From an optimization exercise on the open Yosys and OpenROAD flow, aimed at a short achievable clock period; shortcuts taken in it are not production practice. Function was checked by simulation only, so behaviour that the tests miss may differ from the original. Power is estimated from default activity; no workload was simulated.

Design pqr5_core_top, start of the top module:
module pqr5_core_top #(
   parameter PC_INIT         = 32'h0000_0000,           
   parameter IS_RF_ON_BRAM   = 0,     
   parameter EN_BPREDICT_DYN = 1,   
   parameter BHT_IDW         = 8,           
   parameter BHT_TYPE        = "flops",          
   parameter BHT_BIAS        = 2'b10,          
   parameter GHRW            = (8+2),              
   parameter EN_RAS          = 1,            
   parameter RAS_DPT         = 8            
)
(   
   input  logic             clk                 ,   
   input  logic             aresetn             ,   
   input  logic             i_ext_stall         ,   
   output logic [32-1:0] o_imem_pc           ,   
   output logic             o_imem_pc_valid     ,   
   input  logic             i_imem_stall        ,   
   input  logic [32-1:0] i_imem_pc           ,   
   input  logic [32-1:0] i_imem_pkt          ,   
   input  logic             i_imem_pkt_valid    ,   
   output logic             o_imem_stall        ,   
   output logic             o_imem_flush        ,   
   output logic             o_dmem_wen          ,   
   output logic [32-1:0] o_dmem_addr         ,   
   output logic [1:0]       o_dmem_size         ,   
   output logic [32-1:0] o_dmem_wdata        ,   
   output logic             o_dmem_req          ,   
   input  logic             i_dmem_stall        ,   
   output logic             o_dmem_flush        ,   
   input  logic [32-1:0] i_dmem_rdata        ,   
   input  logic             i_dmem_ack          ,   
   output logic             o_dmem_stall            
);
localparam BPCW  = BHT_IDW+2 ;         
localparam RPTW  = $clog2(RAS_DPT) ;   
logic [32-1:0] fu_du_pc          ;   
logic [32-1:0] fu_du_instr       ;   
logic             fu_du_br_taken    ;   
logic             fu_du_bubble      ;   
logic             du_fu_stall       ;   
logic             fu_du_is_call      ;   
logic [32-1:0] fu_du_ras_ret_addr ;   
logic             fu_du_ras_ret_taken;   
logic [RPTW-1:0]  fu_du_ras_snap_ptr ;   
logic             fu_du_ras_snap_full;   
logic             du_rf_rden        ;   
logic [4:0]       du_rf_rs0         ;   
logic [4:0]       du_rf_rs1         ;   
  ...
For scale: about 2,700 flip-flops, roughly 210 I/O pins, ~0.16 mm2 of cells after synthesis.
clock: 10.0 ns
lec_check: 0
abc_clock_period_in_ps: 4000
cap_margin: 35
core_margin: 2
core_utilization: 40
place_density: 0.6
setup_slack_margin: 5
slew_margin: 35
tns_end_percent: 100
standard.sh (not shown) runs the stock make flow with config.mk's settings and CLKGATE_MAP_FILE= SYNTH_SCRIPT=/design/flow/synth_recipe.tcl, a recipe that flattens the netlist after the stock synthesis.
==> flow/flow/run.sh <==
#!/bin/bash
set -euo pipefail
MARGIN=${SETUP_MARGIN_OVERRIDE:-6}
sed -E "s/\"\\$\\{@:-finish\\}\"/SETUP_SLACK_MARGIN=${MARGIN} \"\${@:-finish}\"/" standard.sh > standard_margin.sh
grep -q "SETUP_SLACK_MARGIN=${MARGIN} " standard_margin.sh
bash standard_margin.sh synth > synth.log 2>&1
bash standard_margin.sh floorplan > floorplan.log 2>&1
bash standard_margin.sh place > place.log 2>&1
bash standard_margin.sh cts > cts.log 2>&1
bash standard_margin.sh route > route.log 2>&1
bash standard_margin.sh finish > finish.log 2>&1
test -f out/final.def
The first run passed the timing, design-rule and antenna checks.
==> next run, changes <==
--- a/flow/config.mk
+++ b/flow/config.mk
@@ -9,6 +9,6 @@
 export CAP_MARGIN = 35
 export CORE_MARGIN = 2
-export CORE_UTILIZATION = 40
-export PLACE_DENSITY = 0.6
+export CORE_UTILIZATION = 30
+export PLACE_DENSITY = 0.5
 export SETUP_SLACK_MARGIN = 5
 export SLEW_MARGIN = 35
Effect:
- The new run passed the timing, design-rule and antenna checks
- setup slack is better by 0.078 ns
- worst hold slack gets worse by 0.060 ns
- die area is higher by a quarter to a third
- sequential share of layout area came out lower by 0.71 points
- sequential power is about the same
- via count goes down slightly
- wire length increases by a few percent
- total power is higher by a few percent
- global-route usage fell by 6.5 points
==> next run, changes <==
--- a/flow/config.mk
+++ b/flow/config.mk
@@ -9,6 +9,6 @@
 export CAP_MARGIN = 35
 export CORE_MARGIN = 2
-export CORE_UTILIZATION = 30
-export PLACE_DENSITY = 0.5
+export CORE_UTILIZATION = 55
+export PLACE_DENSITY = 0.72
 export SETUP_SLACK_MARGIN = 5
 export SLEW_MARGIN = 35
Synthesized cell count stays the same.
Power came out lower by 2.5%.
Clock-buffer cell count came out lower by 32.
Via count came out higher by 5.8%.
Final cell count came out lower by 15%.
Cell area came out lower by 2.1%.
Clock power came out lower by about 8%.
Worst setup slack degrades by 0.044 ns.
Wire length came out lower by 3.5%.
Global-route usage came out higher by 20 points.
Sequential cell count stays the same.
==> next run, changes <==
--- a/flow/config.mk
+++ b/flow/config.mk
@@ -9,6 +9,6 @@
 export CAP_MARGIN = 35
 export CORE_MARGIN = 2
-export CORE_UTILIZATION = 55
-export PLACE_DENSITY = 0.72
+export CORE_UTILIZATION = 25
+export PLACE_DENSITY = 0.45
 export SETUP_SLACK_MARGIN = 5
 export SLEW_MARGIN = 35
Sequential cell count does not change.
Total power goes up by a few percent.
Via count shrinks by a few percent.
Setup slack is better by 0.059 ns.
Core utilization went down by 35 points.
Design area rose by a few percent.

## static timing again, ports no longer ideal
Ports are ideal in the flow. The routed layouts listed here were re-timed in OpenROAD. Step 1 assumes that a clkbuf_16 drives the clock port and a buf_2 every other input. Step 2, shift: input delay + t, output delay - t, t = (earliest + latest rising clock arrival at the registers) / 2. This alone moves slack from input paths to output paths. a / b / c = ideal / step 1 / step 2; a / b = the first two.
run	shift t [ns]	setup WS [ns]	latest minus earliest clock arrival (ns)	worst data-port slew with drivers (ns)	cell pins on the clock port's net
the first run	1.060	5.136 / 5.109 / 4.048	0.082 / 0.083	0.48	1
the second run	1.104	5.215 / 5.076 / 3.972	0.127 / 0.127	0.42	1
the third run	1.045	5.171 / 5.174 / 4.129	0.109 / 0.110	0.16	1
the fourth run	1.107	5.229 / 5.044 / 4.064	0.131 / 0.131	0.39	1
After both steps every run listed still meets setup and hold. The setup slack of the second run, which loses most, moves by -0.139 ns with the drivers and by -1.243 ns with both steps.
